This is an optimization exercise on Yosys and OpenROAD, whose aim is small area and a short achievable clock period, not a production implementation.
In this exercise RTL edits were held to simulation tests only and were not proved equivalent to the original.

==> run.sh <==
#!/bin/bash
# synth_recipe.tcl (not shown) runs the flow's synth.tcl, then flattens the netlist and writes it again
# the make line also repeats each setting of config.mk as NAME=value (left out here)
make -C /OpenROAD-flow-scripts/flow DESIGN_CONFIG=/design/flow/config.mk WORK_HOME=/design/flow/orfs CLKGATE_MAP_FILE= SYNTH_SCRIPT=/design/flow/synth_recipe.tcl finish
==> config.mk <==
export PLATFORM = sky130hd
export DESIGN_NAME = pipeline
export DESIGN_NICKNAME = pipeline
export VERILOG_FILES = /design/flow/design.v
export SDC_FILE = /design/flow/constraint.sdc
export NUM_CORES = 4
export LEC_CHECK = 0
export CAP_MARGIN = 20
export CORE_MARGIN = 2
export CORE_UTILIZATION = 40
export SLEW_MARGIN = 20
==> constraint.sdc <==
create_clock -name core_clock -period 70.0 [get_ports {clk}]
set_input_delay 14.0000 -clock core_clock [delete_from_list [all_inputs] [get_ports {clk}]]
set_output_delay 14.0000 -clock core_clock [all_outputs]
set_load 0.01 [all_outputs]
==> design.v <==
`timescale 1ns / 1ps
module AddID(
	input [31:0] outShift,PostPc,
	output [31:0] outAddId
    );
reg [31:0] tmpOut;
always @(*)
begin
	tmpOut = PostPc + outShift - 1'b1;
end
assign outAddId = tmpOut;
endmodule
`timescale 1ns / 1ps
module AluEX(
input [31:0] inOutMuxForwardA, inOutMuxForwardB,
input [5:0] instReg,
input [4:0] sa,
input [1:0] ALUOp,
output reg [31:0] outAlu
    );
	always @(*)
	begin
		if(ALUOp == 2'b10 || ALUOp == 2'b11)  
			begin
				case (instReg)
					6'b000000:
						outAlu <= inOutMuxForwardB * 2**sa;
					6'b000010:
						outAlu <= inOutMuxForwardB / 2**sa;
					6'b000011:
						outAlu <= $signed(inOutMuxForwardB) >>> sa;
					6'b000110:
						outAlu <= inOutMuxForwardB >> inOutMuxForwardA;
					6'b000111:
						outAlu <= $signed(inOutMuxForwardB) >>> inOutMuxForwardA;
					6'b100001:
						outAlu <= inOutMuxForwardA + inOutMuxForwardB;
					6'b100011:
						outAlu <= inOutMuxForwardA - inOutMuxForwardB;
					6'b100100:
						outAlu <= inOutMuxForwardA & inOutMuxForwardB;
					6'b100101:
						outAlu <= inOutMuxForwardA | inOutMuxForwardB;
					6'b100110:
						outAlu <= inOutMuxForwardA ^ inOutMuxForwardB;
					6'b101010:
						outAlu <= ($signed(inOutMuxForwardA) < $signed(inOutMuxForwardB)) ? 1 : 0;
					6'b001000:
						outAlu <= inOutMuxForwardA + inOutMuxForwardB;
					6'b001001:
						outAlu <= inOutMuxForwardA + inOutMuxForwardB;			
					6'b001100:
						outAlu <= inOutMuxForwardA & (inOutMuxForwardB & 32'b00000000_00000000_11111111_11111111);
					6'b001101:
						outAlu <= inOutMuxForwardA | (inOutMuxForwardB & 32'b00000000_00000000_11111111_11111111);
					6'b001110:
						outAlu <= inOutMuxForwardA ^ (inOutMuxForwardB & 32'b00000000_00000000_11111111_11111111);
					6'b001111:
						outAlu <= inOutMuxForwardB << 16;
					6'b001010:
						outAlu <= ($signed(inOutMuxForwardA) < $signed(inOutMuxForwardB)) ? 1 : 0;
					6'b001011:
						outAlu <= ($unsigned(inOutMuxForwardA) < $unsigned(inOutMuxForwardB)) ? 1 : 0;
					default:
						outAlu <= {32{1'b1}};
					endcase
			end
		else if(ALUOp == 2'b00)  
			begin
				outAlu <= inOutMuxForwardA + inOutMuxForwardB;
			end
		else
			begin
				outAlu <= 0;
			end
end		
endmodule
`timescale 1ns / 1ps
module EX_MEM_Latch(
	input [31:0] inOutAlu,indataRt,
	input inRegWrite,inMemRead,inMemWrite,clk,rst,inEX_Flush,enable,
	input [1:0] inMemtoReg,inflagStoreWordDividerMEM,
	input [4:0] inOutMuxRtRd, inRegRt,
	input [2:0] inflagLoadWordDividerMEM,
	output reg [31:0] outAlu, dataRt,
	output reg outMemRead,outMemWrite,outRegWrite,
	output reg [4:0] outMuxRtRd,outRegRt,
	output reg [1:0] outMemtoReg, outflagStoreWordDividerMEM,
	output reg [2:0] outflagLoadWordDividerMEM
		);
always @(posedge clk)
begin
if(rst)
	begin
		outRegWrite <= 0;
		outMemRead <= 0;
		outMemWrite <= 0;
		outMemtoReg <= 0;
		outRegRt <= 0;
		outAlu <= 0;
		dataRt <= 0;
		outMuxRtRd <= 0;
		outflagLoadWordDividerMEM <= 0;
		outflagStoreWordDividerMEM <= 0;
	end
else if(enable)
	begin
		if(inEX_Flush)  
			begin
				outRegWrite <= 0;
				outMemRead <= 0;
				outMemWrite <= 0;
				outMemtoReg <= 0;
			end
		else
			begin
				outRegWrite <= inRegWrite;
				outMemRead <= inMemRead;
				outMemWrite <= inMemWrite;
				outMemtoReg <= inMemtoReg;
			end
		outRegRt <= inRegRt;
		outAlu <= inOutAlu;
		dataRt <= indataRt;
		outMuxRtRd <= inOutMuxRtRd;
		outflagLoadWordDividerMEM <= inflagLoadWordDividerMEM;
		outflagStoreWordDividerMEM <= inflagStoreWordDividerMEM;
	end
end
endmodule
`timescale 1ns / 1ps
module EqualBranch(
	input inBranch, inflagBranch,
	input [31:0] inDataAEq, inDataBEq,
	output  outPCSrc
    );
reg tmp;
always @(*)
	begin
			if(inBranch)
				begin
					if(inflagBranch  
					&( inDataAEq == inDataBEq))
						begin
							tmp = 1;  
						end
					else if((inflagBranch == 0)  
						&( inDataAEq != inDataBEq))
						begin
							tmp = 1;
						end
					else
						begin
							tmp = 0;
						end
				end
			else
				begin
					tmp = 0;
				end
	end
assign outPCSrc = tmp;
endmodule
`timescale 1ns / 1ps
module ForwardingUnit(
	input [4:0] inRs, inRt,inRdEX_MEM,inRdMEM_WB,inRegRtMEM_WB,inRegRtEX_MEM,
	input inRegWriteEX_MEM, inRegWriteMEM_WB,inBranch,
   output  [1:0] outForwardA, outForwardB,
	output outForwardAD,outForwardBD
		);
	reg [1:0] tmpA,tmpB;
	reg tmpAD,tmpBD;
always @(*)
begin
	if(inRegWriteEX_MEM
	& (inRdEX_MEM != 0)
	& (inRdEX_MEM == inRs))
		tmpA = 2'b10;  
	else if(inRegWriteMEM_WB
	& (inRdMEM_WB != 0)
	& (inRdEX_MEM != inRs)
	& (inRdMEM_WB == inRs))
		tmpA = 2'b01;
	else
		tmpA = 2'b00;
	if(inRegWriteEX_MEM
	& (inRdEX_MEM != 0)
	& (inRdEX_MEM == inRt))
		tmpB = 2'b10;  
	else if(inRegWriteMEM_WB
	& (inRdMEM_WB != 0)
	& (inRdEX_MEM != inRt)
	& (inRdMEM_WB == inRt))
		tmpB = 2'b01;
	else
		tmpB = 2'b00;
	if(inBranch
	& (inRs != 0)
	& (inRs == inRdEX_MEM ))
		tmpAD = 1;
	else
		tmpAD = 0;
	if(inBranch
	& (inRt != 0)
	& (inRt == inRdEX_MEM ))
		tmpBD = 1;
	else
		tmpBD = 0;
end
assign outForwardA = tmpA;
assign outForwardB = tmpB;
assign outForwardAD = tmpAD;
assign outForwardBD = tmpBD;
endmodule
`timescale 1ns / 1ps
module HazardDetectionUnit(
input inMemRead,inPCSrc,
input [4:0] inID_EXRt,inIF_IDRs,inIF_IDRt,inRegRtMEM,
output reg outPCWrite,outIF_IDWrite,outIF_Flush,outEX_Flush,outStall
    );
always@ (*)
begin			
			if(inPCSrc)  
				begin
					outPCWrite = 1;  
					outIF_IDWrite = 1;  
					outStall=0;  
					outIF_Flush = 1;  
					outEX_Flush = 0;  
				end
			else if(inMemRead
			& ((inID_EXRt == inIF_IDRs)
				| (inID_EXRt == inIF_IDRt)))  
				begin
					outPCWrite = 0;
					outIF_IDWrite = 0;
					outStall = 0;
					outIF_Flush  = 0;
					outEX_Flush = 0;
				end
			else  
				begin
					outPCWrite = 1;
					outIF_IDWrite = 1;
					outStall = 1;
					outIF_Flush = 0;
					outEX_Flush = 0;
				end	
end
endmodule
`timescale 1ns / 1ps
module ID_EX_Latch(
input clk,rst,inMemRead,inMemWrite,inALUSrc,inRegWrite,inoutBranch,enable,
input [31:0] inPc,dataRs,dataRt,inSignExtend,
input [4:0] inRegRt,inRegRd,inRegRs,inSa,
input [1:0] inRegDst,inMemtoReg,inALUOp,inflagStoreWordDividerMEM,
input [2:0] inflagLoadWordDividerMEM,
input [5:0] inoutFunction,
output reg [31:0] outPcLatch,outImmediateLatch,
output reg [4:0] outRegRt,outRegRd,outRegRs,outSa,
output reg [2:0] flagLoadWordDividerMEM,
output reg [1:0] RegDst,MemtoReg,flagStoreWordDividerMEM,
output reg MemRead,MemWrite,ALUSrc,Branch,RegWrite,
output reg [5:0] outFunction,
output reg [31:0] outDataRs,outDataRt,
output reg [1:0] ALUOp
    );
always @(posedge clk)
begin
	if(rst)
	begin
		Branch <= 0;
		MemRead <= 0;
		MemWrite <= 0;
		ALUSrc <= 0;
		RegWrite <= 0;
		outPcLatch <= 0;
		outDataRs <= 0;
		outDataRt <= 0;
		outImmediateLatch <= 0;
		outRegRt <= 0;
		outRegRd <= 0;
		outRegRs <= 0;
		outSa <= 0;
		RegDst <= 0;
		MemtoReg <= 0;
		ALUOp <= 0;
		flagLoadWordDividerMEM <= 0;
		flagStoreWordDividerMEM <= 0;
		outFunction <= 0;
	end
	else if(enable)
	begin
		Branch <= inoutBranch;
		MemRead <= inMemRead;
		MemWrite <= inMemWrite;
		ALUSrc <= inALUSrc;
		RegWrite <= inRegWrite;
		outPcLatch <= inPc;
		outDataRs <= dataRs;
		outDataRt <= dataRt;
		outImmediateLatch <= inSignExtend;
		outRegRt <= inRegRt;
		outRegRd <= inRegRd;
		outRegRs <= inRegRs;
		outSa <= inSa;
		RegDst <= inRegDst;
		MemtoReg <= inMemtoReg;
		ALUOp <= inALUOp;
		flagLoadWordDividerMEM <= inflagLoadWordDividerMEM;
		flagStoreWordDividerMEM <= inflagStoreWordDividerMEM;
		outFunction <= inoutFunction;
	end
end
endmodule
`timescale 1ns / 1ps
module IF_ID_Latch(
input clk,rst,inIF_IDWrite,inIF_Flush,enablePc,
input [31:0] inPc,inInstruction,
output reg [31:0] outPc, outInstruction
    );
always @(posedge clk)
begin
if(rst)
	begin
		outPc <= 0;
		outInstruction <= 0;
	end
else if(enablePc)
	begin
	if (inIF_Flush)
		begin
			outPc <= inPc;
			outInstruction <= 32'b000000_000000_000000_000000;
		end
	else if (inIF_IDWrite)
		begin
			outPc <= inPc;
			outInstruction <= inInstruction;
		end
	end
end
endmodule
`timescale 1ns / 1ps
module InstDecode(
	input [4:0] inInstDecodeRsReg,inInstDecodeRtReg,inInstDecodeWriteReg,
	input RegWrite,clk,rst,enable,
	input [31:0] inInstDecodeWriteData,
	output [31:0] outInstDecodeRsReg,outInstDecodeRtReg
    );
reg [31:0] register[31:0];
always @(posedge clk)
begin
	if(rst)
		begin
			register[0] <= 32'h00000000;
			register[1] <= 32'h00000001;
			register[2] <= 32'h00000002;
			register[3] <= 32'h00000014;
			register[4] <= 32'h00000004;
			register[5] <= 32'h00000005;
			register[6] <= 32'h00000006;
			register[7] <= 32'h00000007;
			register[8] <= 32'h00000008;
			register[9] <= 32'h00000009;
			register[10] <= 32'h0000000a;
			register[11] <= 32'h0000000b;
			register[12] <= 32'h0000000c;
			register[13] <= 32'h0000000d;
			register[14] <= 32'h0000000e;
			register[15] <= 32'h0000000f;
			register[16] <= 32'h06040010;
			register[17] <= 32'h00000011;
			register[18] <= 32'h00000012;
			register[19] <= 32'h00000013;
			register[20] <= 32'hc1800614;
			register[21] <= 32'h00000015;
			register[22] <= 32'h00000016;
			register[23] <= 32'h00000017;
			register[24] <= 32'h00000018;
			register[25] <= 32'h00000018;
			register[26] <= 32'h0000001a;
			register[27] <= 32'h0000001b;
			register[28] <= 32'h0000001c;
			register[29] <= 32'h0000001d;
			register[30] <= 32'h0000001e;
			register[31] <= 32'h0000001f;
		end
	else if(enable & RegWrite)
		register[inInstDecodeWriteReg] <= inInstDecodeWriteData;
end
assign outInstDecodeRsReg = (enable & RegWrite & (inInstDecodeWriteReg == inInstDecodeRsReg)) ? inInstDecodeWriteData : register[inInstDecodeRsReg];
assign outInstDecodeRtReg = (enable & RegWrite & (inInstDecodeWriteReg == inInstDecodeRtReg)) ? inInstDecodeWriteData : register[inInstDecodeRtReg];
endmodule
`timescale 1ns / 1ps
module MEM_WB_Latch(
	input [31:0] inLoadWordDividerMEM, inAluLatch,
	input [4:0] inMuxRtRd,inRegRtMEM,
	input inRegWrite,clk,rst,enable,
	input [1:0]inMemtoReg,
	output reg [31:0] outLoadWordDividerMEM,outAluLatch,
	output reg [4:0] outMuxRtRd,outRegRtMEM,
	output reg outRegWrite,
	output reg [1:0] outMemtoReg
	);
always @(posedge clk)
begin
	if(rst)
		begin
			outLoadWordDividerMEM <= 0;
			outAluLatch <= 0;
			outMuxRtRd <= 0;
			outRegWrite <= 0;
			outMemtoReg <= 0;
			outRegRtMEM <= 0;
		end
	else if(enable)
		begin
			outLoadWordDividerMEM <= inLoadWordDividerMEM;
			outAluLatch <= inAluLatch;
			outMuxRtRd <= inMuxRtRd;
			outRegWrite <= inRegWrite;
			outMemtoReg <= inMemtoReg;
			outRegRtMEM <= inRegRtMEM;
		end
end
endmodule
`timescale 1ns / 1ps
module MuxDataA_ALU(
	input [31:0] inDataRs,inAluOut_EX_MEM,
	input inForwardAD,
	output [31:0] outDataAEq
    );
 reg [31:0] tmp;
always @(*)
begin
	if(inForwardAD)
		begin
			tmp = inAluOut_EX_MEM;
		end
	else
		begin
			tmp = inDataRs;
		end
end
assign outDataAEq = tmp;
endmodule
`timescale 1ns / 1ps
module MuxDataB_ALU(
	input [31:0] inDataRt,inAluOut_EX_MEM,
	input inForwardBD,
	output [31:0] outDataBEq
    );
 reg [31:0] tmp;
always @(*)
begin
	if(inForwardBD)
		begin
			tmp = inAluOut_EX_MEM;
		end
	else
		begin
			tmp = inDataRt;
		end
end
assign outDataBEq = tmp;
endmodule
`timescale 1ns / 1ps
module MuxExForwardA(
	input [31:0] inDataRs, inMuxWb,inOutAlu,
	input [1:0] inForwardA,
	output  [31:0] outMuxForwardA
    );
reg [31:0] tmp;
always @(*)
begin
	case(inForwardA)
		2'b00:
			tmp = inDataRs;
		2'b01:
			tmp = inMuxWb;	
		2'b10:
			tmp = inOutAlu;
		default:
			tmp = 0;
	endcase		
end
assign outMuxForwardA = tmp;
endmodule
`timescale 1ns / 1ps
module MuxExForwardB(
	input [31:0] inDataRt, inMuxWb,inOutAlu,inSignExt,
	input [1:0] inForwardB,
	input ALUSrc,
	output [31:0] outMuxForwardB
    );
reg [31:0] tmp;
always @(*)
begin
	if(ALUSrc)
		begin
			tmp = inSignExt;
		end
	else
		begin
			case(inForwardB)
				2'b00:
					tmp = inDataRt;
				2'b01:
					tmp = inMuxWb;
				2'b10:
					tmp = inOutAlu;
				2'b11:
					tmp = inDataRt;
			endcase		
		end
end
assign outMuxForwardB = tmp;
endmodule
`timescale 1ns / 1ps
module MuxRtRd(
	input [4:0] rt,rd,
	input [1:0] RegDst,
	output reg [4:0] outMuxRtRd
    );
always @(*)
begin
	if(RegDst == 1)
		begin
			outMuxRtRd = rd;  
		end
	else if(RegDst == 0)
		begin
			outMuxRtRd = rt;  
		end
	else if(RegDst == 2)
		begin
			outMuxRtRd = rd;  
		end
	else
		begin
			outMuxRtRd = rd;
		end
end
endmodule
`timescale 1ns / 1ps
module MuxJumpPc(
input [31:0] inMuxPc,inMuxJumpPc,
input Jump,
output [31:0] outMuxJumpPc
    );
reg [31:0] tmp;
always @(*)
begin
	if(Jump)
		begin
			tmp = inMuxJumpPc;
		end
	else
		begin
			tmp = inMuxPc;
		end
end
assign outMuxJumpPc = tmp;
endmodule
`timescale 1ns / 1ps
module MuxWB(
	input [1:0] MemtoReg,
	input [31:0] readDataMem, outAlu, currentPC,
	output reg [31:0] outMuxWb
    );
always @(*)
begin
	if(MemtoReg == 1)
		begin
			outMuxWb = readDataMem;
		end
	else if(MemtoReg == 0)
		begin
			outMuxWb = outAlu;
		end
	else if(MemtoReg == 2)
		begin
			outMuxWb = currentPC;
		end
	else
		begin
			outMuxWb = outAlu;
		end
end
endmodule
`timescale 1ns / 1ps
module ShiftID(
	input [31:0] signExt,
	output reg [31:0] outShift
    );
always @(*)
begin
	outShift = signExt * 1;  
end
endmodule
`timescale 1ns / 1ps
module ShiftIF(
	input [25:0] inInstruction,
	input [5:0] inPostPc,
	output [31:0] outShiftIF
    );
assign outShiftIF = {inPostPc, inInstruction};
endmodule
`timescale 1ns / 1ps
module SignExtend(
input [15:0] immediate,
output reg [31:0] outImmediate
    );
	always @(*)
	begin
		if(immediate[15] == 1'b0)
			outImmediate = immediate & 32'b00000000_00000000_11111111_11111111;
		else
			outImmediate = immediate | 32'b11111111_11111111_00000000_00000000;
	end
endmodule
`timescale 1ns / 1ps
module StageEX(
	input clk,rst,
	input MemRead,MemWrite,ALUSrc,RegWrite,inEX_Flush,enable,
	input [1:0] RegDst,MemtoReg,ALUOp,inflagStoreWordDividerMEM,inForwardA,inForwardB,
	input [2:0] inflagLoadWordDividerMEM,
	input [5:0] instReg,
	input [31:0] inPc,dataRs,dataRt,signExt,inOutMuxWb,
	input [4:0] inRegRt,inRegRd,sa,
	output outMemRead,outMemWrite,outRegWrite,
	output [31:0] outAlu,outDataRt,
	output [4:0] outMuxRtRd,outRegRt,
   output [1:0] outMemtoReg, outflagStoreWordDividerMEM,
	output [2:0] outflagLoadWordDividerMEM
 );
wire [31:0] outMuxEx,outAddExTmp,outAluTmp,outMuxForwardA,outMuxForwardB;
wire [4:0] outMuxRtRdTmp;
	MuxExForwardA callMuxExForwardA(
	.inDataRs(dataRs),
	.inMuxWb(inOutMuxWb),
	.inOutAlu(outAlu),  
	.inForwardA(inForwardA),
	.outMuxForwardA(outMuxForwardA)  
	);
	MuxExForwardB callMuxExForwardB(
	.inDataRt(dataRt),
	.inSignExt(signExt),
	.inMuxWb(inOutMuxWb),
	.inOutAlu(outAlu),  
	.inForwardB(inForwardB),
	.ALUSrc(ALUSrc),
	.outMuxForwardB(outMuxForwardB)  
	);
	MuxRtRd callMuxRtRd(  
	.RegDst(RegDst),
	.rt(inRegRt),
	.rd(inRegRd),
	.outMuxRtRd(outMuxRtRdTmp)
	);
	AluEX callAluEx(
	.ALUOp(ALUOp),
	.inOutMuxForwardA(outMuxForwardA),
	.inOutMuxForwardB(outMuxForwardB),
	.instReg(instReg),
	.sa(sa),
	.outAlu(outAluTmp)
	);
	EX_MEM_Latch callEX_MEM_Latch(
	.clk(clk),
	.rst(rst),
	.inOutAlu(outAluTmp),
	.indataRt(dataRt),
	.inOutMuxRtRd(outMuxRtRdTmp),
	.inMemtoReg(MemtoReg),
	.inRegWrite(RegWrite),
	.inMemRead(MemRead),
	.inMemWrite(MemWrite),
	.inflagLoadWordDividerMEM(inflagLoadWordDividerMEM),
	.inflagStoreWordDividerMEM(inflagStoreWordDividerMEM),
	.inEX_Flush(inEX_Flush),
	.enable(enable),
	.inRegRt(inRegRt),
	.outAlu(outAlu),
	.dataRt(outDataRt),
	.outMuxRtRd(outMuxRtRd),
	.outRegRt(outRegRt),
	.outMemtoReg(outMemtoReg),
	.outRegWrite(outRegWrite),
	.outMemRead(outMemRead),
	.outMemWrite(outMemWrite),
	.outflagLoadWordDividerMEM(outflagLoadWordDividerMEM),
	.outflagStoreWordDividerMEM(outflagStoreWordDividerMEM)
	);
endmodule
`timescale 1ns / 1ps
module StageID(
input clk, rst, inRegWrite, inStall,ForwardAD,ForwardBD,enable,
input [4:0] rs,rt,rd,writeReg,sa,
input [5:0] opCode, inFunction,
input [31:0] writeData, inPc,AluOut_EX_MEM, instruction,
input [15:0] immediate,
output  Branch,MemRead,MemWrite,ALUSrc,RegWrite,Jump,PCSrc,
output  [1:0] ALUOp, MemtoReg, RegDst,
output  [2:0] flagLoadWordDividerMEM,
output  [1:0] flagStoreWordDividerMEM,
output  [31:0] outPcLatch, outDataRs,outDataRt,outImmediateLatch,outAddBranch,outJumpTarget,
output  [4:0] outRegRt,outRegRd,outRegRs,outSa,
output  [5:0] Function
    );
wire [31:0] dataRs,dataRt, outImmediate,DataAEq,DataBEq,outShift;
wire outBranch,outMemRead,outMemWrite,outALUSrc,outRegWrite,outflagBranch;
wire [1:0] outALUOp, outMemtoReg, outRegDst;
wire [2:0] outflagLoadWordDividerMEM;
wire [1:0] outflagStoreWordDividerMEM;
wire [5:0] outFunction;
	ControlUnit callControlUnit(
	.clk(clk),
	.inOpcode(opCode),  
	.inFunction(inFunction),
	.instruction(instruction),
	.inStall(inStall),
	.RegDst(outRegDst),  
	.Branch(outBranch),
	.MemRead(outMemRead),
	.MemtoReg(outMemtoReg),
	.ALUOp(outALUOp),
	.MemWrite(outMemWrite),
	.ALUSrc(outALUSrc),
	.RegWrite(outRegWrite),
	.flagLoadWordDividerMEM(outflagLoadWordDividerMEM),
	.flagStoreWordDividerMEM(outflagStoreWordDividerMEM),
	.outFunction(outFunction),
	.flagBranch(outflagBranch),
	.Jump(Jump)
	);
	InstDecode callInstDecode (
		.inInstDecodeRsReg(rs),  
		.inInstDecodeRtReg(rt),
		.inInstDecodeWriteReg(writeReg),  
		.inInstDecodeWriteData(writeData),
		.RegWrite(inRegWrite),
		.clk(clk),
		.rst(rst),
		.enable(enable),
		.outInstDecodeRsReg(dataRs),  
		.outInstDecodeRtReg(dataRt)
		);
	MuxDataA_ALU callMuxDataA_ALU(  
	.inDataRs(dataRs),
	.inAluOut_EX_MEM(AluOut_EX_MEM),
	.inForwardAD(ForwardAD),
	.outDataAEq(DataAEq)
	);
	MuxDataB_ALU callMuxDataB_ALU(
	.inDataRt(dataRt),
	.inAluOut_EX_MEM(AluOut_EX_MEM),
	.inForwardBD(ForwardBD),
	.outDataBEq(DataBEq)
	);
	EqualBranch callEqualBranch(
	.inBranch(outBranch),  
	.inflagBranch(outflagBranch),  
	.inDataAEq(DataAEq),
	.inDataBEq(DataBEq),
	.outPCSrc(PCSrc)
	);
	SignExtend callSignExtend(
	.immediate(immediate),
	.outImmediate(outImmediate)  
	);
	ShiftID callShiftID(
	.signExt(outImmediate),  
	.outShift(outShift)
	);
	AddID callAddID(
	.PostPc(inPc),  
	.outShift(outShift),  
	.outAddId(outAddBranch)
	);
	ShiftIF callShiftIF(  
	.inInstruction(instruction[25:0]),
	.inPostPc(inPc[31:26]),
	.outShiftIF(outJumpTarget)
	);
	ID_EX_Latch callID_EX_Latch(
	.inoutBranch(outBranch),
	.clk(clk),
	.rst(rst),
	.inPc(inPc),
	.dataRs(dataRs),
	.dataRt(dataRt),
	.inSignExtend(outImmediate),
	.inRegRt(rt),
	.inRegRd(rd),
	.inRegRs(rs),
	.inSa(sa),
	.inRegDst(outRegDst),
	.inMemRead(outMemRead),
	.inMemtoReg(outMemtoReg),
	.inALUOp(outALUOp),
	.inMemWrite(outMemWrite),
	.inALUSrc(outALUSrc),
	.inRegWrite(outRegWrite),
	.inflagLoadWordDividerMEM(outflagLoadWordDividerMEM),
	.inflagStoreWordDividerMEM(outflagStoreWordDividerMEM),
	.inoutFunction(outFunction),
	.enable(enable),
	.outPcLatch(outPcLatch),
	.outDataRs(outDataRs),
	.outDataRt(outDataRt),
	.outImmediateLatch(outImmediateLatch),
	.outRegRt(outRegRt),
	.outRegRd(outRegRd),
	.outRegRs(outRegRs),
	.outSa(outSa),
	.RegDst(RegDst),
	.MemRead(MemRead),
	.MemtoReg(MemtoReg),
	.ALUOp(ALUOp),
	.MemWrite(MemWrite),
	.ALUSrc(ALUSrc),
	.RegWrite(RegWrite),
	.flagLoadWordDividerMEM(flagLoadWordDividerMEM),
	.flagStoreWordDividerMEM(flagStoreWordDividerMEM),
	.outFunction(Function),
	.Branch(Branch)
	);
endmodule
`timescale 1ns / 1ps
module StageIF(
	input clk,rst,Jump,inPCWrite,inIF_IDWrite,inIF_Flush,PCSrc,enablePc,
	input [31:0] outAddId,
	input [31:0] inJumpTarget,
	input [31:0] inInstruction,
	output [31:0] outPc,
	output [31:0] outInstructionLatch,outPostPc
    );
wire [31:0] PcMux, Pc, PcMuxJump, PostPc;
	Pc callPc (
	.inPc(PcMuxJump),
	.clk(clk),
	.rst(rst),
	.inPCWrite(inPCWrite),
	.enablePc(enablePc),
	.outPc(Pc)
	);
	addPc callAddPc (
	.inAddPc(Pc),
	.outAddPc(PostPc)
	);
	muxPc callMuxPc (  
	.inMuxAddPc(PostPc),
	.inMuxAddJmp(outAddId),  
	.PCSrc(PCSrc),
	.outMuxPc(PcMux)
	);
	MuxJumpPc callMuxJumpPc(  
	.inMuxJumpPc(inJumpTarget),
	.inMuxPc(PcMux),
	.Jump(Jump),
	.outMuxJumpPc(PcMuxJump)
	);
	IF_ID_Latch callIF_ID_Latch(
	.clk(clk),
	.rst(rst),
	.inInstruction(inInstruction),
	.inPc(PostPc),
	.inIF_IDWrite(inIF_IDWrite),
	.inIF_Flush(inIF_Flush),
	.enablePc(enablePc),
	.outInstruction(outInstructionLatch),
	.outPc(outPostPc)
	);
assign outPc = Pc;
endmodule
`timescale 1ns / 1ps
module StageMEM(
input [31:0] inMemAddress, inStoreWordDividerMEM,
input MemWrite,MemRead, clk,rst,inRegWrite,enable,
input [1:0] flagStoreWordDividerMEM,inMemtoReg,
input [2:0] flagLoadWordDividerMEM,
input [4:0] inMuxRtRd,inRegRtMEM,
input [31:0] inMemReadData,
output [31:0] outMemAddress, outMemWriteData,
output outMemWrite, outMemRead,
output [31:0] outLoadWordDividerMEM,outAluLatch,
output [1:0] outMemtoReg,
output outRegWrite,
output [4:0] outWriteReg,outRegRtMEM
);
wire [31:0] inMemWriteData,LoadWordDividerMEM;
	StoreWordDividerMEM callStoreWordDividerMEM(
	.flagStoreWordDividerMEM(flagStoreWordDividerMEM),
	.inStoreWordDividerMEM(inStoreWordDividerMEM),
	.outStoreWordDividerMEM(inMemWriteData)
	);
	LoadWordDividerMEM callLoadWordDividerMEM(
	.flagLoadWordDividerMEM(flagLoadWordDividerMEM),  
	.inLoadWordDividerMEM(inMemReadData),
	.outLoadWordDividerMEM(LoadWordDividerMEM)
	);
	MEM_WB_Latch callMEM_WB_Latch(
	.inLoadWordDividerMEM(LoadWordDividerMEM),
	.inAluLatch(inMemAddress),
	.inMuxRtRd(inMuxRtRd),
	.inRegRtMEM(inRegRtMEM),
	.inMemtoReg(inMemtoReg),
	.inRegWrite(inRegWrite),
	.clk(clk),
	.rst(rst),
	.enable(enable),
	.outLoadWordDividerMEM(outLoadWordDividerMEM),
	.outAluLatch(outAluLatch),
	.outMuxRtRd(outWriteReg),
	.outRegRtMEM(outRegRtMEM),
	.outMemtoReg(outMemtoReg),
	.outRegWrite(outRegWrite)
	);
assign outMemAddress = inMemAddress;
assign outMemWriteData = inMemWriteData;
assign outMemWrite = MemWrite & enable;
assign outMemRead = MemRead & enable;
endmodule
`timescale 1ns / 1ps
module StageWB(
	input [1:0] MemtoReg,
	input [31:0] readDataMem, outAlu, currentPC,
	output [31:0] outMuxWb
    );
	MuxWB callMuxWB(
	.MemtoReg(MemtoReg),
	.readDataMem(readDataMem),
	.currentPC(currentPC),  
	.outAlu(outAlu),
	.outMuxWb(outMuxWb)
	);
endmodule
`timescale 1ns / 1ps
module StoreWordDividerMEM(
	input [1:0] flagStoreWordDividerMEM,
	input [31:0] inStoreWordDividerMEM,
	output [31:0] outStoreWordDividerMEM
    );
reg [31:0] tmpStoreWordDividerMEM;
always @ (*)
begin
case(flagStoreWordDividerMEM) 
	0: 
		begin
			tmpStoreWordDividerMEM = inStoreWordDividerMEM;
		end
	1: 
		begin
			if(inStoreWordDividerMEM[7] == 0)
				begin
					tmpStoreWordDividerMEM = inStoreWordDividerMEM & 32'b00000000_00000000_00000000_11111111;
				end
			else
				begin
					tmpStoreWordDividerMEM = inStoreWordDividerMEM | 32'b11111111_11111111_11111111_00000000;
				end
		end
	2:
		begin
			if(inStoreWordDividerMEM[15] == 0)
				begin
					tmpStoreWordDividerMEM = inStoreWordDividerMEM & 32'b00000000_00000000_11111111_11111111;
				end
			else
				begin
					tmpStoreWordDividerMEM = inStoreWordDividerMEM | 32'b11111111_11111111_00000000_00000000;
				end
		end
	default:
		begin
			tmpStoreWordDividerMEM = inStoreWordDividerMEM;
		end
	endcase
end
assign outStoreWordDividerMEM = tmpStoreWordDividerMEM;
endmodule
`timescale 1ns / 1ps
module LoadWordDividerMEM( 
	 input [2:0] flagLoadWordDividerMEM,
    input [31:0] inLoadWordDividerMEM, 
	 output [31:0] outLoadWordDividerMEM
	 );
reg [31:0] tmpLoadWordDividerMEM;
always @(*)
begin
	case(flagLoadWordDividerMEM) 
	0:  
		begin
			tmpLoadWordDividerMEM = inLoadWordDividerMEM;
		end
	1:  
		begin
			tmpLoadWordDividerMEM = inLoadWordDividerMEM;
		end
	2:
		begin
			if(inLoadWordDividerMEM[7] == 0)
				begin
					tmpLoadWordDividerMEM = inLoadWordDividerMEM & 32'b00000000_00000000_00000000_11111111;
				end
			else
				begin
					tmpLoadWordDividerMEM = inLoadWordDividerMEM | 32'b11111111_11111111_11111111_00000000;
				end
		end
	3:
		begin
			tmpLoadWordDividerMEM = inLoadWordDividerMEM & 32'b00000000_00000000_00000000_11111111;
		end
	4:
		begin
			if(inLoadWordDividerMEM[15] == 0)
				begin
					tmpLoadWordDividerMEM = inLoadWordDividerMEM & 32'b00000000_00000000_11111111_11111111;
				end
			else
				begin
					tmpLoadWordDividerMEM = inLoadWordDividerMEM | 32'b11111111_11111111_00000000_00000000;
				end
		end
	5:
		begin
			tmpLoadWordDividerMEM = inLoadWordDividerMEM & 32'b00000000_00000000_11111111_11111111;
		end
	default:
		begin
			tmpLoadWordDividerMEM = inLoadWordDividerMEM;
		end
	endcase
end
assign outLoadWordDividerMEM = tmpLoadWordDividerMEM;
endmodule
`timescale 1ns / 1ps
module addPc(
	input [31:0] inAddPc,
	output [31:0] outAddPc
    );
assign outAddPc = inAddPc + 1;
endmodule
`timescale 1ns / 1ps
module ControlUnit(
	input [5:0] inOpcode, inFunction,  
	input [31:0] instruction,
	input clk,inStall,
	output reg Branch,MemRead,MemWrite,ALUSrc,flagBranch,Jump,RegWrite,
	output reg [1:0] ALUOp, MemtoReg, RegDst,
	output reg [2:0] flagLoadWordDividerMEM,
	output reg [1:0] flagStoreWordDividerMEM,
	output reg [5:0] outFunction
    );
	 reg opCode;
always @(*)
begin
			if(inStall)  
			begin
				if ( inOpcode == 0 & inFunction != 0)  
					begin
						RegDst = 1;
						Branch = 0;
						MemtoReg = 0;
						MemRead = 0;
						MemWrite = 0;
						ALUSrc = 0;
						RegWrite = 1;
						ALUOp = 2'b10;
						flagLoadWordDividerMEM = 0;
						flagStoreWordDividerMEM = 0;
						outFunction = inFunction;  
						flagBranch = 0;  
						Jump = 0;
					end
				else if (inOpcode == 35 )  
					begin
						RegDst = 0;
						Branch = 0;
						MemtoReg = 1;  
						MemRead = 1;
						MemWrite = 0;
						ALUSrc = 1;
						RegWrite = 1;
						ALUOp = 2'b00;
						flagLoadWordDividerMEM = 0;
						flagStoreWordDividerMEM = 0;
						outFunction = inOpcode;  
						flagBranch = 0;  
						Jump = 0;
					end
				else if (inOpcode == 39 )  
					begin
						RegDst = 0;
						Branch = 0;
						MemtoReg = 1;
						MemRead = 1;
						MemWrite = 0;
						ALUSrc = 1;
						RegWrite = 1;
						ALUOp = 2'b00;
						flagLoadWordDividerMEM = 1;
						flagStoreWordDividerMEM = 0;
						outFunction = inOpcode;  
						flagBranch = 0;  
						Jump = 0;
					end
				else if (inOpcode == 32 )  
					begin
						RegDst = 0;
						Branch = 0;
						MemtoReg = 1;
						MemRead = 1;
						MemWrite = 0;
						ALUSrc = 1;
						RegWrite = 1;
						ALUOp = 2'b00;
						flagLoadWordDividerMEM = 2;
						flagStoreWordDividerMEM = 0;
						outFunction = inOpcode;  
						flagBranch = 0;  
						Jump = 0;
					end
				else if (inOpcode == 36 )  
					begin
						RegDst = 0;
						Branch = 0;
						MemtoReg = 1;
						MemRead = 1;
						MemWrite = 0;
						ALUSrc = 1;
						RegWrite = 1;
						ALUOp = 2'b00;
						flagLoadWordDividerMEM = 3;
						flagStoreWordDividerMEM = 0;
						outFunction = inOpcode;  
						flagBranch = 0;  
						Jump = 0;
					end
				else if (inOpcode == 33 )  
					begin
						RegDst = 0;
						Branch = 0;
						MemtoReg = 1;
						MemRead = 1;
						MemWrite = 0;
						ALUSrc = 1;
						RegWrite = 1;
						ALUOp = 2'b00;
						flagLoadWordDividerMEM = 4;
						flagStoreWordDividerMEM = 0;
						outFunction = inOpcode;  
						flagBranch = 0;  
						Jump = 0;
					end
				else if (inOpcode == 37 )  
					begin
						RegDst = 0;
						Branch = 0;
						MemtoReg = 1;
						MemRead = 1;
						MemWrite = 0;
						ALUSrc = 1;
						RegWrite = 1;
						ALUOp = 2'b00;
						flagLoadWordDividerMEM = 5;
						flagStoreWordDividerMEM = 0;
						outFunction = inOpcode;  
						flagBranch = 0;  
						Jump = 0;
					end
				else if (inOpcode == 43 )  
					begin
						RegDst = 0;
						Branch = 0;
						MemtoReg = 0;
						MemRead = 0;
						MemWrite = 1;
						ALUSrc = 1;
						RegWrite = 0;
						ALUOp = 2'b00;
						flagLoadWordDividerMEM = 0;
						flagStoreWordDividerMEM = 0;
						outFunction = inOpcode;  
						flagBranch = 0;  
						Jump = 0;
					end
				else if (inOpcode == 40 )  
					begin
						RegDst = 0;
						Branch = 0;
						MemtoReg = 0;
						MemRead = 0;
						MemWrite = 1;
						ALUSrc = 1;
						RegWrite = 0;
						ALUOp = 2'b00;
						flagLoadWordDividerMEM = 0;
						flagStoreWordDividerMEM = 1;
						outFunction = inOpcode;  
						flagBranch = 0;  
						Jump = 0;
					end
				else if (inOpcode == 41 )  
					begin
						RegDst = 0;
						Branch = 0;
						MemtoReg = 0;
						MemRead = 0;
						MemWrite = 1;
						ALUSrc = 1;
						RegWrite = 0;
						ALUOp = 2'b00;
						flagLoadWordDividerMEM = 0;
						flagStoreWordDividerMEM = 2;
						outFunction = inOpcode;  
						flagBranch = 0;  
						Jump = 0;
					end
				else if (inOpcode == 4 )  
					begin
						RegDst = 0;
						Branch = 1;
						MemtoReg = 0;
						MemRead = 0;
						MemWrite = 0;
						ALUSrc = 0;
						RegWrite = 0;
						ALUOp = 2'b01;
						flagLoadWordDividerMEM = 0;
						flagStoreWordDividerMEM = 0;
						outFunction = inOpcode;  
						flagBranch = 1;  
						Jump = 0;
					end
				else if (inOpcode == 5 )  
					begin
						RegDst = 0;
						Branch = 1;
						MemtoReg = 0;
						MemRead = 0;
						MemWrite = 0;
						ALUSrc = 0;
						RegWrite = 0;
						ALUOp = 2'b01;
						flagLoadWordDividerMEM = 0;
						flagStoreWordDividerMEM = 0;
						outFunction = inOpcode;  
						flagBranch = 0;  
						Jump = 0;
					end
				else if (inOpcode == 2 )  
					begin
						RegDst = 0;
						Branch = 0;
						MemtoReg = 0;
						MemRead = 0;
						MemWrite = 0;
						ALUSrc = 0;
						RegWrite = 0;
						ALUOp = 2'b00;
						flagLoadWordDividerMEM = 0;
						flagStoreWordDividerMEM = 0;
						outFunction = inOpcode;  
						flagBranch = 0;  
						Jump = 1;
					end
				else if (inOpcode == 3 )  
					begin
						RegDst = 2;
						Branch = 0;
						MemtoReg = 2;
						MemRead = 0;
						MemWrite = 0;
						ALUSrc = 0;
						RegWrite = 0;
						ALUOp = 2'b00;
						flagLoadWordDividerMEM = 0;
						flagStoreWordDividerMEM = 0;
						outFunction = inOpcode;  
						flagBranch = 0;  
						Jump = 1;
					end
				else  
					begin
						RegDst = 0;
						Branch = 0;
						MemtoReg = 0;
						MemRead = 0;
						MemWrite = 0;
						ALUSrc = 1;
						RegWrite = 1;
						ALUOp = 2'b11;
						flagLoadWordDividerMEM = 0;
						flagStoreWordDividerMEM = 0;
						outFunction = inOpcode;  
						flagBranch = 0;  
						Jump = 0;
					end
			end
		else
			begin
				RegDst = 0;
				Branch = 0;
				MemtoReg = 0;
				MemRead = 0;
				MemWrite = 0;
				ALUSrc = 0;
				RegWrite = 0;
				ALUOp = 2'b00;
				flagLoadWordDividerMEM = 0;
				flagStoreWordDividerMEM = 0;
				outFunction = inOpcode;  
				flagBranch = 0;  
				Jump = 0;
			end
end
endmodule
`timescale 1ns / 1ps
module muxPc # (parameter tam=8)( 
input [31:0] inMuxAddPc,inMuxAddJmp,
input PCSrc,
output [31:0] outMuxPc
    );
	 reg [31:0] tmp;
always @(*)
begin
	if(PCSrc)
		begin
			tmp = inMuxAddJmp;
		end
	else
		begin
			tmp = inMuxAddPc;
		end
end
assign outMuxPc = tmp;
endmodule
`timescale 1ns / 1ps
module Pc(
input [31:0] inPc,
input clk,rst,inPCWrite,enablePc,
output  [31:0] outPc
    );
reg [31:0] tmpPc;
always @(posedge clk)
begin
	if(rst)
		tmpPc <= 0;
	else if(enablePc & inPCWrite)  
		tmpPc <= inPc;
end
assign outPc = tmpPc;
endmodule
`timescale 1ns / 1ps
module pipeline(
input clk,
input rst,
input en,
output [31:0] imem_addr,
input  [31:0] imem_data,
output [31:0] dmem_addr,
output [31:0] dmem_wdata,
output dmem_we,
output dmem_re,
input  [31:0] dmem_rdata,
output wb_en,
output [4:0] wb_reg,
output [31:0] wb_data
  );
wire [31:0] outPcLatch;
wire [31:0] outImmediate;
wire [31:0] readDataMem;
wire [31:0] jumpTarget;
wire [4:0] sa;
wire Jump,RegWriteMem,MemReadId,MemWriteId,ALUSrcId,RegWriteId,MemReadEx,MemWriteEx,RegWriteEx;
wire PCSrc,PCWrite,IF_IDWrite,IF_Flush,EX_Flush,Stall,ForwardAD,ForwardBD,BranchId;
wire [31:0] instruction,outMuxWb,outAddId,PostPc,dataRsId,dataRtId,dataRtEx,outAluLatchEx,outAluLatchMem;
wire [5:0] FunctionId;
wire [4:0] outMuxRtRd,WriteReg,outRegRt,outRegRd,outRegRs,regRtEX,regRtMEM;
wire [1:0] RegDstId,MemtoRegId,MemtoRegEx,MemtoRegMem,ALUOpId,flagStoreWordDividerMEMId,flagStoreWordDividerMEMEx,forwardA,forwardB;
wire [2:0] flagLoadWordDividerMEMId, flagLoadWordDividerMEMEx;
wire loadUse;
assign loadUse = MemReadId & ((outRegRt == instruction[25:21]) | (outRegRt == instruction[20:16]));
	StageIF callStageIF(
	.Jump(Jump),
	.clk(clk),
	.rst(rst),
	.outAddId(outAddId),
	.inJumpTarget(jumpTarget),
	.inInstruction(imem_data),
	.PCSrc(PCSrc),
	.inPCWrite(PCWrite),
	.inIF_IDWrite(IF_IDWrite),
	.inIF_Flush(IF_Flush),
	.enablePc(en),
	.outPc(imem_addr),
	.outInstructionLatch(instruction),
	.outPostPc(PostPc)
	);
	StageID callStageID(
	.clk(clk),
	.rst(rst),
	.inPc(PostPc),
	.instruction(instruction),
	.inFunction(instruction[5:0]),
	.opCode(instruction[31:26]),
	.rs(instruction[25:21]),
	.rt(instruction[20:16]),
	.rd(instruction[15:11]),
	.immediate(instruction[15:0]),
	.sa(instruction[10:6]),
	.writeData(outMuxWb),
	.writeReg(WriteReg),
	.inRegWrite(RegWriteMem),
	.inStall(~loadUse),
	.AluOut_EX_MEM(outAluLatchEx),
	.ForwardAD(ForwardAD),
	.ForwardBD(ForwardBD),
	.enable(en),
	.outAddBranch(outAddId),
	.outJumpTarget(jumpTarget),
	.outPcLatch(outPcLatch),
	.outDataRs(dataRsId),
	.outDataRt(dataRtId),
	.outImmediateLatch(outImmediate),
	.RegDst(RegDstId),
	.Branch(BranchId),
	.MemRead(MemReadId),
	.MemtoReg(MemtoRegId),
	.ALUOp(ALUOpId),
	.MemWrite(MemWriteId),
	.ALUSrc(ALUSrcId),
	.RegWrite(RegWriteId),
	.flagLoadWordDividerMEM(flagLoadWordDividerMEMId),
	.flagStoreWordDividerMEM(flagStoreWordDividerMEMId),
	.Function(FunctionId),
	.Jump(Jump),
	.outRegRt(outRegRt),
	.outRegRd(outRegRd),
	.outRegRs(outRegRs),
	.outSa(sa),
	.PCSrc(PCSrc)
	);
	StageEX callStageEX(
	.clk(clk),
	.rst(rst),
	.RegDst(RegDstId),
	.MemRead(MemReadId),
	.MemtoReg(MemtoRegId),
	.ALUOp(ALUOpId),
	.MemWrite(MemWriteId),
	.ALUSrc(ALUSrcId),
	.RegWrite(RegWriteId),
	.inflagLoadWordDividerMEM(flagLoadWordDividerMEMId),
	.inflagStoreWordDividerMEM(flagStoreWordDividerMEMId),
	.inPc(outPcLatch),
	.dataRs(dataRsId),
	.dataRt(dataRtId),
	.signExt(outImmediate),
	.sa(sa),
	.inRegRt(outRegRt),
	.inRegRd(outRegRd),
	.instReg(FunctionId),
	.inForwardA(forwardA),
	.inForwardB(forwardB),
	.inOutMuxWb(outMuxWb),
	.inEX_Flush(EX_Flush),
	.enable(en),
	.outAlu(outAluLatchEx),
	.outDataRt(dataRtEx),
	.outMuxRtRd(outMuxRtRd),
	.outRegRt(regRtEX),
	.outMemRead(MemReadEx),
	.outMemWrite(MemWriteEx),
	.outMemtoReg(MemtoRegEx),
	.outRegWrite(RegWriteEx),
	.outflagLoadWordDividerMEM(flagLoadWordDividerMEMEx),
	.outflagStoreWordDividerMEM(flagStoreWordDividerMEMEx)
	);
	StageMEM callStageMEM(
	.clk(clk),
	.rst(rst),
	.inMemAddress(outAluLatchEx),
	.inStoreWordDividerMEM(dataRtEx),
	.MemRead(MemReadEx),
	.MemWrite(MemWriteEx),
	.flagStoreWordDividerMEM(flagStoreWordDividerMEMEx),
	.flagLoadWordDividerMEM(flagLoadWordDividerMEMEx),
	.inMemtoReg(MemtoRegEx),
	.inRegWrite(RegWriteEx),
	.inMuxRtRd(outMuxRtRd),
	.inRegRtMEM(regRtEX),
	.enable(en),
	.inMemReadData(dmem_rdata),
	.outMemAddress(dmem_addr),
	.outMemWriteData(dmem_wdata),
	.outMemWrite(dmem_we),
	.outMemRead(dmem_re),
	.outLoadWordDividerMEM(readDataMem),
	.outAluLatch(outAluLatchMem),
	.outMemtoReg(MemtoRegMem),
	.outRegWrite(RegWriteMem),
	.outWriteReg(WriteReg),
	.outRegRtMEM(regRtMEM)
	);
	StageWB callStageWB(
	.outAlu(outAluLatchMem),
	.readDataMem(readDataMem),
	.currentPC(outPcLatch),
	.MemtoReg(MemtoRegMem),
	.outMuxWb(outMuxWb)
	);
	ForwardingUnit callForwardingUnit(
	.inRs(outRegRs),
	.inRt(outRegRt),
	.inRdEX_MEM(outMuxRtRd),
	.inRdMEM_WB(WriteReg),
	.inRegWriteEX_MEM(RegWriteEx),
	.inRegWriteMEM_WB(RegWriteMem),
	.inBranch(BranchId),
	.inRegRtMEM_WB(regRtMEM),
	.inRegRtEX_MEM(regRtEX),
	.outForwardA(forwardA),
	.outForwardB(forwardB),
	.outForwardAD(ForwardAD),
	.outForwardBD(ForwardBD)
	);
	HazardDetectionUnit callHazardDetectionUnit(
	.inMemRead(MemReadId),
	.inPCSrc(PCSrc),
	.inID_EXRt(outRegRt),
	.inIF_IDRs(instruction[25:21]),
	.inIF_IDRt(instruction[20:16]),
	.inRegRtMEM(regRtMEM),
	.outPCWrite(PCWrite),
	.outIF_IDWrite(IF_IDWrite),
	.outIF_Flush(IF_Flush),
	.outEX_Flush(EX_Flush),
	.outStall(Stall)
	);
assign wb_en = RegWriteMem & en;
assign wb_reg = WriteReg;
assign wb_data = outMuxWb;
endmodule
==> notes.md <==
==> what timing repair did <==
| action | 4_1_cts | 5_1_grt |
|---|---|---|
| resized for setup | 47 | 243 |
| gates cloned | 0 | 4 |
| endpoints found under the setup margin | 2 | 3 |
| pin swaps | 5 | 55 |
| setup buffers | 7 | 48 |
==> stage by stage <==
stage / cells / cell area, µm²
6_report: 18311 / 145000
5_1_grt: 18302 / 145000
4_1_cts: 18241 / 144000
3_5_place_dp: 17954 / 139000
3_3_place_gp: 17952 / 139000
2_1_floorplan: 13690 / 129000
==> critical path: cells and delay by family (launching register included) <==
family	cells	cell delay, ps
AOI/OAI and AO/OA	164	34070
and+or+nand+nor	66	12870
adders and majority gates	32	9720
buffers and inverters	42	7770
muxes	6	2190
DFF	1	330
==> routing by layer <==
layer	GRT usage, %	vias up
met2	54.8	6538
met3	7.62	1904
met4	26.1	24
met5	0	-
met1	40.3	57222
li1	-	50125
==> cell type report <==
class,instances,share of cell area (%)
flip-flops and latches,1424,26.7
multi-input cells,10415,58.3
clock buffers,193,2.76
inverters,925,2.39
diodes,11,0.0189
clock inverters,87,0.713
repair buffers,951,5.43
well taps,4305,3.70
==> synth_stat cells, types with 104 or more instances <==
master	count	area, µm²
mux2_2	104	1170
nor3_1	268	1340
o21a_1	159	1190
buf_1	153	574
nand3_1	259	1300
mux2i_1	728	7290
a211oi_1	144	1080
ha_1	816	10200
mux4_2	577	13000
clkbuf_1	579	2170
a21oi_1	643	3220
buf_2	123	616
edfxtp_1	1024	30700
nand2_1	1136	4260
o21ai_0	436	2180
a21o_1	248	1860
xor2_1	201	1760
inv_1	901	3380
a31oi_1	124	776
xnor2_1	351	3070
dfxtp_1	400	8010
nor2_1	2059	7730
fa_1	411	8230
o211ai_1	109	818
==> cell families after synthesis <==
group / after synthesis / synth area share, %
AOI/OAI and AO/OA: 2826 / 14.9
and+or+nand+nor: 4393 / 14.7
muxes: 1416 / 16.7
DFF: 1424 / 30.0
xor gates and xnor gates: 552 / 3.74
buffers and inverters: 1852 / 5.73
adders and majority gates: 1227 / 14.3
==> path summary, 6_finish.rpt <==
kind | slack, ps | to | startpoint | cells past startpoint
max | 2690 | callStageEX.callEX_MEM_Latch.outAlu[0] | callStageEX.callEX_MEM_Latch.outMuxRtRd[0] | 310
min | 470 | callStageID.callID_EX_Latch.MemtoReg[0] | callStageID.callID_EX_Latch.MemtoReg[0] | 2
max reg2reg | 2690 | callStageEX.callEX_MEM_Latch.outAlu[0] | callStageEX.callEX_MEM_Latch.outMuxRtRd[0] | 310
min reg2reg | 470 | callStageID.callID_EX_Latch.MemtoReg[0] | callStageID.callID_EX_Latch.MemtoReg[0] | 2
==> registers in the layout, indices dropped and copies added (netlist names), 12 cells and up, named ones only <==
| register | count |
|---|---|
| callStageEX.callEX_MEM_Latch.outAlu | 32 |
| callStageEX.callEX_MEM_Latch.dataRt | 32 |
| callStageIF.callIF_ID_Latch.outInstruction | 32 |
| callStageIF.callPc.tmpPc | 32 |
| callStageID.callID_EX_Latch.outImmediateLatch | 12 |
| callStageID.callID_EX_Latch.outDataRt | 32 |
| callStageIF.callIF_ID_Latch.outPc | 32 |
| callStageMEM.callMEM_WB_Latch.outLoadWordDividerMEM | 32 |
| callStageID.callInstDecode.register | 1024 |
| callStageMEM.callMEM_WB_Latch.outAluLatch | 32 |
| callStageID.callID_EX_Latch.outPcLatch | 32 |
| callStageID.callID_EX_Latch.outDataRs | 32 |
==> impl_metrics.ini <==
[sta]
period_share_pct = 96.2
tightest_slew_ps = 1230
slew_headroom_pct = 17.1
setup-tns-final_ps = 0
finalMaxSlewViolations = 0
holdWs_ps = 470
max_freq_mhz = 14.9
hold_viol = 0
setup_viol = 0
min_period_ps = 67310
setup_slack_ps = 2690
fin_skew_ps = 67.5

[cts]
cts_sinks = 1424
h-tree-depth = 4
insertion_delay_ps = 860
clk_pin_slew_worst_paths_ps = 80
hold_buffers = 0
cts_max_path_buffers = 3
root_buffer = clkbuf_16
cts_tree = yes
numCtsBuffers = 153

[finish]
drive_above_1_share_pct = 15.3
finalNetCount = 15164
fillCellCount = 30779
final_common_cell = nor2_1
register_area_um2 = 38800
syn2layout_area_growth_pct = 12.5
mostFrequentLayoutCells = nor2_1 (2034), nand2_1 (1096), edfxtp_1 (1024)
finish.utilization_pct = 45.3
multi_input_area_um2 = 84800

[detailed_routing]
routed_via_density = 6.32
wl_met1_mm = 207
drcViolationCount = 0
vias = 115813
first_iter_violations = 13206
drt-total-wl_mm = 576
drt-pass1-iter-count = 8
wl_per_cell_um = 31.5
wl_met2_mm = 261
maxUsedRoutingLayer = met5
dr_wl_met3_mm = 53.8
ant_nets = 0

[worst_setup_path]
crit_path_start_kind = flop
worst_setup_path_end_kind = flop
cp_slowest_cell = or4b_2
required_ps = 70690
critPathMaxStageDelay_ps = 670
cp_max_fo = 23
path_common_cell = buf_4
path_class = flop to flop
cp.arrival_ps = 67990

[yosys]
ys_types = 119
ys.warnings.count = 24
synth_area_per_cell_um2 = 9.45
ys_seq_area_share_pct = 30.0
synth_area_um2 = 129000
synth_ff_type = edfxtp_1
synthArstFlopShare_pct = 0
ys_ff_latch = 1424
synth_edf_count = 1024
syn-instance-count = 13690
syn_nets = 14984

[place]
portBuffers = 202
pre_cts_ws_ps = -2390
gp_congestion = 1.07
dp_hpwl_mm = 425

[global_routing]
grt_pass1_wl_mm = 815
grt_overflow = 0
first_global_vias = 111389
grt_max_degree = 110
antenna_found_initial = 28
track_usage_pct = 34.3

[die]
io_pins = 203
die-width_um = 573
initial_core_util_pct = 40.2
die_height_um = 573
die_area_um2 = 328000
core_um2 = 321000
num_rows = 208

[run]
drv_cap = 0

[worst_hold_path]
hold_path_class = flop to flop

[run_status]
status = timing/DRC/antenna clean

static timing again, ports no longer ideal:
Ports are ideal in the flow. The routed layout listed here was re-timed in OpenROAD.
Step 1 (the two cells are an assumption about what drives the block):
set clk [get_ports {clk}]
set_driving_cell -lib_cell sky130_fd_sc_hd__clkbuf_16 $clk
set_driving_cell -lib_cell sky130_fd_sc_hd__buf_2 [delete_from_list [all_inputs] $clk]
Step 2, shift: input delay + t, output delay - t, t = (earliest + latest rising clock arrival at the registers) / 2. This alone moves slack from input paths to output paths.
Slacks: ideal / step 1 / step 2; pairs: ideal / step 1.
t (ns): 0.915
setup WS [ns]: 2.694 / 2.694 / 2.694
clock arrival spread, ns: 0.068 / 0.068
After both steps setup and hold are still met in this run. The setup slack of this run moves by 0.000 ns with the drivers and by 0.000 ns with both steps.
